Source: an optimization exercise on an open RTL-to-GDS flow (aim: small area, a short achievable clock period and few clock cycles). Production flows keep margins and buffers that such runs may drop. The RTL was checked by simulation tests, not by an equivalence proof against the original design. Power figures rest on the tool's default switching activity, not on a simulated workload.

==> job 6134: inputs <==
==> flow/design.v <==
module LASER (
input CLK,
input RST,
input [3:0] X,
input [3:0] Y,
output reg [3:0] C1X,
output reg [3:0] C1Y,
output reg [3:0] C2X,
output reg [3:0] C2Y,
output reg DONE);
localparam NR = 38;            
localparam OP_NONE = 2'd0, OP_CAND = 2'd1, OP_REF = 2'd2, OP_INIT = 2'd3;
function cov;
    input [3:0] cx, cy, px, py;
    reg [4:0] dx, dy;
    reg [3:0] ax, ay;
    begin
        dx = {1'b0, cx} - {1'b0, px};
        dy = {1'b0, cy} - {1'b0, py};
        ax = dx[4] ? (~dx[3:0] + 4'd1) : dx[3:0];
        ay = dy[4] ? (~dy[3:0] + 4'd1) : dy[3:0];
        cov = (ax == 4'd0 && ay <= 4'd4) ||
              (ax >= 4'd1 && ax <= 4'd2 && ay <= 4'd3) ||
              (ax == 4'd3 && ay <= 4'd2) ||
              (ax == 4'd4 && ay == 4'd0);
    end
endfunction
function [7:0] mv;
    input [3:0] x, y;
    input circ;
    input [1:0] d;
    input [2:0] s;
    begin
        case (d)
            2'd0: mv = {x + {1'b0, s}, y};
            2'd1: mv = {x - {1'b0, s}, y};
            2'd2: mv = {x, circ ? y - {1'b0, s} : y + {1'b0, s}};
            default: mv = {x, circ ? y + {1'b0, s} : y - {1'b0, s}};
        endcase
    end
endfunction
reg inph;
reg [5:0] cnt;
reg [3:0] xr, yr;
reg ldr, p0r, p1r, lastr, cent;
reg [9:0] sumx, sumy;
reg [3:0] p1x, p1y;
reg [7:0] ring [0:NR-1];
integer j;
always @(posedge CLK or posedge RST) begin
    if (RST) begin
        inph <= 1'b1; cnt <= 6'd0;
        ldr <= 1'b0; p0r <= 1'b0; p1r <= 1'b0; lastr <= 1'b0; cent <= 1'b0;
    end else begin
        if (DONE) begin
            inph <= 1'b1; cnt <= 6'd0;
        end else if (inph) begin
            cnt <= cnt + 6'd1;
            if (cnt == 6'd39) inph <= 1'b0;
        end
        ldr <= inph;
        p0r <= inph && cnt == 6'd0;
        p1r <= inph && cnt == 6'd1;
        lastr <= inph && cnt == 6'd39;
        cent <= lastr;
    end
end
always @(posedge CLK) begin
    xr <= X; yr <= Y;
    if (ldr) begin
        sumx <= (p0r ? 10'd0 : sumx) + {6'd0, xr};
        sumy <= (p0r ? 10'd0 : sumy) + {6'd0, yr};
    end
    if (p1r) begin p1x <= xr; p1y <= yr; end
    ring[0] <= ldr ? {xr, yr} : ring[NR-1];
    for (j = 1; j < NR; j = j + 1) ring[j] <= ring[j-1];
end
wire [9:0] qx10 = sumx / 10'd40;
wire [9:0] qy10 = sumy / 10'd40;
wire [3:0] qx = qx10[3:0];
wire [3:0] qy = qy10[3:0];
reg srch, stopped;
reg circle, ch, acc;
reg [1:0] d;
reg [2:0] I;
reg [5:0] maxc;
reg [1:0] op0, op1, op2;
reg [3:0] cx0, cy0, qx0, qy0;
reg [6:0] mt0, mt1, mt2;      
reg [NR-1:0] cov1;
reg covp1;
reg [3:0] pa2, pb2, pc2;
reg [NR-1:0] m1, m2;          
reg m1p, m2p;                 
wire [2:0] s_main = ch ? 3'd1 : I;
wire [3:0] movx = circle ? C1X : C2X;
wire [3:0] movy = circle ? C1Y : C2Y;
wire [7:0] ic = mv(movx, movy, circle, d, s_main);
wire [7:0] ip = mv(movx, movy, circle, d, I);
wire [5:0] count = {2'b0, pa2} + {2'b0, pb2} + {2'b0, pc2};
wire gt = count > maxc;
wire accept = (op2 == OP_CAND) && gt;
wire kc = mt2[6];
wire [1:0] kd = mt2[5:4];
wire [2:0] kI = mt2[3:1];
wire kch = mt2[0];
wire [3:0] kmx = kc ? C1X : C2X;
wire [3:0] kmy = kc ? C1Y : C2Y;
wire [7:0] kcand = mv(kmx, kmy, kc, kd, kch ? 3'd1 : kI);
wire done_n = srch && stopped && op0 == OP_NONE && op1 == OP_NONE && op2 == OP_NONE;
always @(posedge CLK or posedge RST) begin
    if (RST) begin
        srch <= 1'b0; op0 <= OP_NONE; op1 <= OP_NONE; op2 <= OP_NONE; DONE <= 1'b0;
    end else begin
        DONE <= done_n;
        if (done_n) srch <= 1'b0;
        else if (cent) srch <= 1'b1;
        op2 <= accept ? OP_NONE : op1;
        op1 <= accept ? OP_NONE : op0;
        if (accept) op0 <= OP_REF;
        else if (cent) op0 <= OP_INIT;
        else if (srch && !stopped) op0 <= OP_CAND;
        else op0 <= OP_NONE;
    end
end
always @(posedge CLK) begin
    if (accept) begin
        cx0 <= kcand[7:4]; cy0 <= kcand[3:0];
        qx0 <= kcand[7:4]; qy0 <= kcand[3:0];
        mt0 <= {kc, 6'd0};
        if (kc) begin C1X <= kcand[7:4]; C1Y <= kcand[3:0]; end
        else    begin C2X <= kcand[7:4]; C2Y <= kcand[3:0]; end
        maxc <= count;
        stopped <= 1'b0;
        ch <= 1'b1;
        if (kd == 2'd3) begin
            circle <= ~kc; d <= 2'd0; I <= 3'd1; acc <= 1'b0;
        end else begin
            circle <= kc; d <= kd + 2'd1; I <= kch ? 3'd1 : kI; acc <= 1'b1;
        end
    end else if (cent) begin
        C1X <= qx; C1Y <= qy; C2X <= qx; C2Y <= qy;
        cx0 <= qx; cy0 <= qy; qx0 <= qx; qy0 <= qy;
        mt0 <= 7'd0;
        stopped <= 1'b0; circle <= 1'b0; d <= 2'd0; I <= 3'd1; ch <= 1'b0; acc <= 1'b0;
    end else begin
        if (op2 == OP_INIT) begin
            maxc <= count;
            ch <= count != 6'd0;
        end
        if (srch && !stopped) begin
            cx0 <= ic[7:4]; cy0 <= ic[3:0];
            qx0 <= ip[7:4]; qy0 <= ip[3:0];
            mt0 <= {circle, d, I, ch};
            if (d == 2'd3) begin
                circle <= ~circle; d <= 2'd0;
                if (!ch && I == 3'd7) stopped <= 1'b1;
                I <= ch ? 3'd1 : I + 3'd1;
                ch <= acc; acc <= 1'b0;
            end else begin
                d <= d + 2'd1;
                if (ch) I <= 3'd1;
            end
        end
    end
    for (j = 0; j < NR; j = j + 1)
        cov1[j] <= cov(cx0, cy0, ring[j][7:4], ring[j][3:0]);
    covp1 <= cov(qx0, qy0, p1x, p1y);
    mt1 <= mt0;
    pa2 <= cnt13(uall[12:0]);
    pb2 <= cnt13(uall[25:13]);
    pc2 <= cnt13(uall[38:26]);
    mt2 <= mt1;
    for (j = 0; j < NR; j = j + 1) begin
        m1[j] <= ((op1 == OP_REF && mt1[6]) || op1 == OP_INIT) ? cov1[(j+NR-2)%NR] : m1[(j+NR-1)%NR];
        m2[j] <= ((op1 == OP_REF && !mt1[6]) || op1 == OP_INIT) ? cov1[(j+NR-2)%NR] : m2[(j+NR-1)%NR];
    end
    if ((op1 == OP_REF && mt1[6]) || op1 == OP_INIT) m1p <= covp1;
    if ((op1 == OP_REF && !mt1[6]) || op1 == OP_INIT) m2p <= covp1;
end
wire [NR-1:0] fm = mt1[6] ? m2 : m1;
wire fmp = mt1[6] ? m2p : m1p;
wire nofix = (op1 == OP_INIT);
wire [NR:0] uall;
genvar g;
generate
    for (g = 0; g < NR; g = g + 1) begin : U
        assign uall[g] = cov1[g] | (fm[(g+1)%NR] & ~nofix);
    end
endgenerate
assign uall[NR] = covp1 | (fmp & ~nofix);
function [3:0] cnt13;
    input [12:0] b;
    integer k;
    begin
        cnt13 = 4'd0;
        for (k = 0; k < 13; k = k + 1) cnt13 = cnt13 + {3'd0, b[k]};
    end
endfunction
endmodule
==> flow/run.sh <==
#!/bin/bash
# synth_recipe.tcl (not shown) runs the flow's synth.tcl, then flattens the netlist and writes it again
# the make line also repeats each setting of config.mk as NAME=value (left out here)
make -C /OpenROAD-flow-scripts/flow DESIGN_CONFIG=/design/flow/config.mk WORK_HOME=/design/flow/orfs CLKGATE_MAP_FILE= SYNTH_SCRIPT=/design/flow/synth_recipe.tcl finish
==> flow/config.mk <==
export PLATFORM = sky130hd
export DESIGN_NAME = LASER
export DESIGN_NICKNAME = LASER
export VERILOG_FILES = /design/flow/design.v
export SDC_FILE = /design/flow/constraint.sdc
export NUM_CORES = 4
export LEC_CHECK = 0
export CAP_MARGIN = 20
export CORE_MARGIN = 2
export CORE_UTILIZATION = 40
export SLEW_MARGIN = 20
==> flow/constraint.sdc <==
create_clock -name core_clock -period 12.0 [get_ports {CLK}]
set_input_delay 2.4000 -clock core_clock [delete_from_list [all_inputs] [get_ports {CLK}]]
set_output_delay 2.4000 -clock core_clock [all_outputs]
set_load 0.01 [all_outputs]
==> job 7404 (differences from job 6134) <==
==> flow/design.v, changed modules only <==
module LASER (
input CLK,
input RST,
input [3:0] X,
input [3:0] Y,
output reg [3:0] C1X,
output reg [3:0] C1Y,
output reg [3:0] C2X,
output reg [3:0] C2Y,
output reg DONE);
localparam NR = 38;            
localparam OP_NONE = 2'd0, OP_CAND = 2'd1, OP_REF = 2'd2, OP_INIT = 2'd3;
function [3:0] dm;
    input [3:0] a;
    input [3:0] q;
    reg k1, k2, k3;
    begin
        dm[0] = a[0] ^ q[0];
        k1 = a[0] & q[0];
        dm[1] = a[1] ^ q[1] ^ k1;
        k2 = (a[1] & q[1]) | (k1 & (a[1] ^ q[1]));
        dm[2] = a[2] ^ q[2] ^ k2;
        k3 = (a[2] & q[2]) | (k2 & (a[2] ^ q[2]));
        dm[3] = a[3] ^ q[3] ^ k3;
    end
endfunction
function [5:0] cside;
    input [3:0] c;
    cside = {c + 4'd1, c[3] & c[2], ~c[3] & ~c[2]};
endfunction
function cov;
    input [5:0] sx, sy;
    input [7:0] q;
    reg [3:0] dx, dy;
    reg fx, fy, t;
    begin
        fx = (sx[1] & q[7] & q[6]) | (sx[0] & ~q[7] & ~q[6]);
        fy = (sy[1] & q[3] & q[2]) | (sy[0] & ~q[3] & ~q[2]);
        dx = dm(sx[5:2], q[7:4]);
        dy = dm(sy[5:2], q[3:0]);
        case ({dx, dy})
            8'h00, 8'h01, 8'h02, 8'h03, 8'h04, 8'h0c, 8'h0d, 8'h0e, 8'h0f,
            8'h10, 8'h11, 8'h12, 8'h13, 8'h1d, 8'h1e, 8'h1f,
            8'h20, 8'h21, 8'h22, 8'h23, 8'h2d, 8'h2e, 8'h2f,
            8'h30, 8'h31, 8'h32, 8'h3e, 8'h3f,
            8'h40,
            8'hc0,
            8'hd0, 8'hd1, 8'hd2, 8'hde, 8'hdf,
            8'he0, 8'he1, 8'he2, 8'he3, 8'hed, 8'hee, 8'hef,
            8'hf0, 8'hf1, 8'hf2, 8'hf3, 8'hfd, 8'hfe, 8'hff: t = 1'b1;
            default: t = 1'b0;
        endcase
        cov = t & ~fx & ~fy;
    end
endfunction
function [7:0] mv;
    input [3:0] x, y;
    input circ;
    input [1:0] d;
    input [2:0] s;
    begin
        case (d)
            2'd0: mv = {x + {1'b0, s}, y};
            2'd1: mv = {x - {1'b0, s}, y};
            2'd2: mv = {x, circ ? y - {1'b0, s} : y + {1'b0, s}};
            default: mv = {x, circ ? y + {1'b0, s} : y - {1'b0, s}};
        endcase
    end
endfunction
function [1:0] fa;
    input a, b, c;
    fa = {(a & b) | (a & c) | (b & c), a ^ b ^ c};
endfunction
function [2:0] pc7;
    input [6:0] b;
    reg [1:0] s1, s2, s3, s4;
    begin
        s1 = fa(b[0], b[1], b[2]);
        s2 = fa(b[3], b[4], b[5]);
        s3 = fa(s1[0], s2[0], b[6]);
        s4 = fa(s1[1], s2[1], s3[1]);
        pc7 = {s4[1], s4[0], s3[0]};
    end
endfunction
reg inph;
reg [5:0] cnt;
reg [3:0] xr, yr;
reg ldr, p0r, p1r, lastr, cent;
reg [9:0] sumx, sumy;
reg [7:0] p1q;
reg [7:0] ring [0:NR-1];
integer j;
always @(posedge CLK or posedge RST) begin
    if (RST) begin
        inph <= 1'b1; cnt <= 6'd0;
        ldr <= 1'b0; p0r <= 1'b0; p1r <= 1'b0; lastr <= 1'b0; cent <= 1'b0;
    end else begin
        if (DONE) begin
            inph <= 1'b1; cnt <= 6'd0;
        end else if (inph) begin
            cnt <= cnt + 6'd1;
            if (cnt == 6'd39) inph <= 1'b0;
        end
        ldr <= inph;
        p0r <= inph && cnt == 6'd0;
        p1r <= inph && cnt == 6'd1;
        lastr <= inph && cnt == 6'd39;
        cent <= lastr;
    end
end
always @(posedge CLK) begin
    xr <= X; yr <= Y;
    if (ldr) begin
        sumx <= (p0r ? 10'd0 : sumx) + {6'd0, xr};
        sumy <= (p0r ? 10'd0 : sumy) + {6'd0, yr};
    end
    if (p1r) p1q <= ~{xr, yr};
    ring[0] <= ldr ? ~{xr, yr} : ring[NR-1];
    for (j = 1; j < NR; j = j + 1) ring[j] <= ring[j-1];
end
wire [9:0] qx10 = sumx / 10'd40;
wire [9:0] qy10 = sumy / 10'd40;
wire [3:0] qx = qx10[3:0];
wire [3:0] qy = qy10[3:0];
reg srch, stopped;
reg circle, ch, acc;
reg [1:0] d;
reg [2:0] I;
reg [5:0] maxc;
reg [1:0] op0, op1, op2;
reg [5:0] sx0, sy0, tx0, ty0;    
reg [6:0] mt0, mt1, mt2;         
reg [NR:0] u1;                   
reg [2:0] g2 [0:5];              
reg [NR-1:0] m1, m2;             
reg m1p, m2p;                    
wire [2:0] s_main = ch ? 3'd1 : I;
wire [3:0] movx = circle ? C1X : C2X;
wire [3:0] movy = circle ? C1Y : C2Y;
wire [7:0] ic = mv(movx, movy, circle, d, s_main);
wire [7:0] ip = mv(movx, movy, circle, d, I);
wire [5:0] nmax = ~maxc;
wire [6:0] tot = {4'd0, g2[0]} + {4'd0, g2[1]} + {4'd0, g2[2]} + {4'd0, g2[3]} +
                 {4'd0, g2[4]} + {4'd0, g2[5]} + {1'b0, nmax};
wire [5:0] count = {3'd0, g2[0]} + {3'd0, g2[1]} + {3'd0, g2[2]} + {3'd0, g2[3]} +
                   {3'd0, g2[4]} + {3'd0, g2[5]};
wire accept = (op2 == OP_CAND) && tot[6];
wire kc = mt2[6];
wire [1:0] kd = mt2[5:4];
wire [2:0] kI = mt2[3:1];
wire kch = mt2[0];
wire [3:0] kmx = kc ? C1X : C2X;
wire [3:0] kmy = kc ? C1Y : C2Y;
wire [7:0] kcand = mv(kmx, kmy, kc, kd, kch ? 3'd1 : kI);
wire done_n = srch && stopped && op0 == OP_NONE && op1 == OP_NONE && op2 == OP_NONE;
always @(posedge CLK or posedge RST) begin
    if (RST) begin
        srch <= 1'b0; op0 <= OP_NONE; op1 <= OP_NONE; op2 <= OP_NONE; DONE <= 1'b0;
    end else begin
        DONE <= done_n;
        if (done_n) srch <= 1'b0;
        else if (cent) srch <= 1'b1;
        op2 <= accept ? OP_NONE : op1;
        op1 <= (accept || op0 == OP_REF) ? OP_NONE : op0;
        if (accept) op0 <= OP_REF;
        else if (cent) op0 <= OP_INIT;
        else if (srch && !stopped) op0 <= OP_CAND;
        else op0 <= OP_NONE;
    end
end
wire [NR-1:0] fm = mt0[6] ? m2 : m1;
wire fmp = mt0[6] ? m2p : m1p;
wire init0 = (op0 == OP_INIT);
wire wr1 = (op0 == OP_REF && mt0[6]) || init0;
wire wr2 = (op0 == OP_REF && !mt0[6]) || init0;
wire [NR-1:0] chk;
wire chkp = cov(tx0, ty0, p1q);
genvar g;
generate
    for (g = 0; g < NR; g = g + 1) begin : CK
        assign chk[g] = cov(sx0, sy0, ring[g]);
    end
endgenerate
always @(posedge CLK) begin
    if (accept) begin
        sx0 <= cside(kcand[7:4]); sy0 <= cside(kcand[3:0]);
        tx0 <= cside(kcand[7:4]); ty0 <= cside(kcand[3:0]);
        mt0 <= {kc, 6'd0};
        if (kc) begin C1X <= kcand[7:4]; C1Y <= kcand[3:0]; end
        else    begin C2X <= kcand[7:4]; C2Y <= kcand[3:0]; end
        maxc <= count;
        stopped <= 1'b0;
        ch <= 1'b1;
        if (kd == 2'd3) begin
            circle <= ~kc; d <= 2'd0; I <= 3'd1; acc <= 1'b0;
        end else begin
            circle <= kc; d <= kd + 2'd1; I <= kch ? 3'd1 : kI; acc <= 1'b1;
        end
    end else if (cent) begin
        C1X <= qx; C1Y <= qy; C2X <= qx; C2Y <= qy;
        sx0 <= cside(qx); sy0 <= cside(qy); tx0 <= cside(qx); ty0 <= cside(qy);
        mt0 <= 7'd0;
        stopped <= 1'b0; circle <= 1'b0; d <= 2'd0; I <= 3'd1; ch <= 1'b0; acc <= 1'b0;
    end else begin
        if (op2 == OP_INIT) begin
            maxc <= count;
            ch <= count != 6'd0;
        end
        if (srch && !stopped) begin
            sx0 <= cside(ic[7:4]); sy0 <= cside(ic[3:0]);
            tx0 <= cside(ip[7:4]); ty0 <= cside(ip[3:0]);
            mt0 <= {circle, d, I, ch};
            if (d == 2'd3) begin
                circle <= ~circle; d <= 2'd0;
                if (!ch && I == 3'd7) stopped <= 1'b1;
                I <= ch ? 3'd1 : I + 3'd1;
                ch <= acc; acc <= 1'b0;
            end else begin
                d <= d + 2'd1;
                if (ch) I <= 3'd1;
            end
        end
    end
    for (j = 0; j < NR; j = j + 1)
        u1[j] <= chk[j] | (fm[j] & ~init0);
    u1[NR] <= chkp | (fmp & ~init0);
    mt1 <= mt0;
    for (j = 0; j < NR; j = j + 1) begin
        m1[j] <= wr1 ? chk[(j+NR-1)%NR] : m1[(j+NR-1)%NR];
        m2[j] <= wr2 ? chk[(j+NR-1)%NR] : m2[(j+NR-1)%NR];
    end
    if (wr1) m1p <= chkp;
    if (wr2) m2p <= chkp;
    g2[0] <= pc7(u1[6:0]);
    g2[1] <= pc7(u1[13:7]);
    g2[2] <= pc7(u1[20:14]);
    g2[3] <= pc7(u1[27:21]);
    g2[4] <= pc7(u1[34:28]);
    g2[5] <= pc7({3'b000, u1[38:35]});
    mt2 <= mt1;
end
endmodule
==> job 1711 (differences from job 6134) <==
- ABC_CLOCK_PERIOD_IN_PS: default -> 3000
- SETUP_SLACK_MARGIN: default -> 5
==> comparison <==
Job 1711 completed with no timing, DRC or antenna violations. Job 6134 produced a clean layout. Job 7404 finished with timing, DRC and antenna clean.
Count of clock-buffer cells in the layout is the same in job 1711 and job 6134.
Between job 7404 and job 6134, the lower register-to-register slack is in job 7404 (gap 0.56 ns).
Between job 7404 and job 1711, the lower synthesized area is in job 7404 (gap 11%, measured against job 1711).
First-iteration DRC count is the same in job 1711 and job 6134.
In maximum frequency, job 6134 and job 1711 do not differ.
Of job 1711 and job 7404, job 1711 has the higher final cell count (gap 14%, measured against job 7404).
Of job 7404 and job 1711, job 7404 has the higher clock skew (gap 0.00089 ns).
Between job 7404 and job 6134, the lower design area is in job 7404 (gap about 10%, measured against job 6134).
Sequential power is about the same in job 6134 and job 1711.
Against job 6134, the total power of job 7404 is larger by about 5%.
==> figures <==
Amount of wire on met3 after detailed routing: job 7404 3328 um; job 1711 2013 um; job 6134 2013 um
Portion of the layout cell area used by clock cells: job 7404 6.691%; job 1711 5.565%; job 6134 5.565%
Endpoint of the worst setup timing path: job 7404 C1Y[1]; job 1711 pb2[2]; job 6134 pb2[2]
Final period utilization: job 7404 43.79%; job 1711 39.14%; job 6134 39.14%
Power density normalized to cell area: job 7404 117.4 mW/mm2; job 1711 100.3 mW/mm2; job 6134 100.3 mW/mm2
Cell area after layout: job 7404 0.03500 mm2; job 1711 0.03890 mm2; job 6134 0.03890 mm2
Count of buffer and inverter cells on the critical path: job 7404 2; job 1711 1; job 6134 1
Crit path DAT: job 7404 5.51 ns; job 1711 5.18 ns; job 6134 5.18 ns
Number of placement rows: job 7404 102; job 1711 108; job 6134 108
P_sw: job 7404 812.6 uW; job 1711 800.5 uW; job 6134 800.5 uW
First-pass GRT wire length: job 7404 122100 um; job 1711 119200 um; job 6134 119200 um
Clock group total power: job 7404 2.16 mW; job 1711 2.00 mW; job 6134 2.00 mW
Worst-case clock skew: job 7404 0.02817 ns; job 1711 0.02729 ns; job 6134 0.02729 ns
Origin of the worst min-delay path: job 7404 mt1[1]; job 1711 mt1[5]; job 6134 mt1[5]
Critical Path RT: job 7404 12.26 ns; job 1711 12.48 ns; job 6134 12.48 ns
Outcome: job 7404 complete, no violations; job 1711 complete, no violations; job 6134 complete, no violations
CP max-delay cell: job 7404 sky130_fd_sc_hd__a211oi_1; job 1711 sky130_fd_sc_hd__fa_1; job 6134 sky130_fd_sc_hd__fa_1
Synthesis-stage register bit count: job 7404 571; job 1711 557; job 6134 557
Number of unique standard cell types used by synthesis: job 7404 89; job 1711 78; job 6134 78
Final core occ: job 7404 45.19%; job 1711 44.77%; job 6134 44.77%
Maximum fanout count along the critical path: job 7404 41; job 1711 33; job 6134 33
Average wire per standard cell: job 7404 18.16 um; job 1711 14.93 um; job 6134 14.93 um
Testbench counts of job 6134, summed over its fixed seeds: cycles 45,102.
Testbench counts of job 7404, summed over its fixed seeds: cycles 45,102.
Testbench counts of job 1711, summed over its fixed seeds: cycles 45,102.

-- afterwards: timing with drivers on the ports --
In the flow no input, the clock included, has a driving cell. The finished layouts below were timed again as built, in two steps. Step 1 sets driving cells, clkbuf_16 on the clock port and buf_2 on the other inputs (assumed; they add their load-dependent delay and slew). Step 2 moves the port delays by t, midway between the first and last clock arrival at a register: inputs arrive t later, outputs are due t later. That takes back most of the time a late clock gives input paths. Three values: ideal ports, drivers, drivers and shift; two values: the first two.
| run | t (ns) | setup slack, ns | worst setup path at the end | worst data-port slew with drivers (ns) | pins driven straight from the clock port |
|---|---|---|---|---|---|
| job 6134 | 0.633 | 7.303 / 7.303 / 7.303 | register to register | 0.03 | 1 |
| job 7404 | 0.679 | 6.745 / 6.745 / 6.745 | register to register | 0.03 | 1 |
| job 1711 | 0.633 | 7.303 / 7.303 / 7.303 | register to register | 0.03 | 1 |
After both steps setup and hold are still met in every run listed.
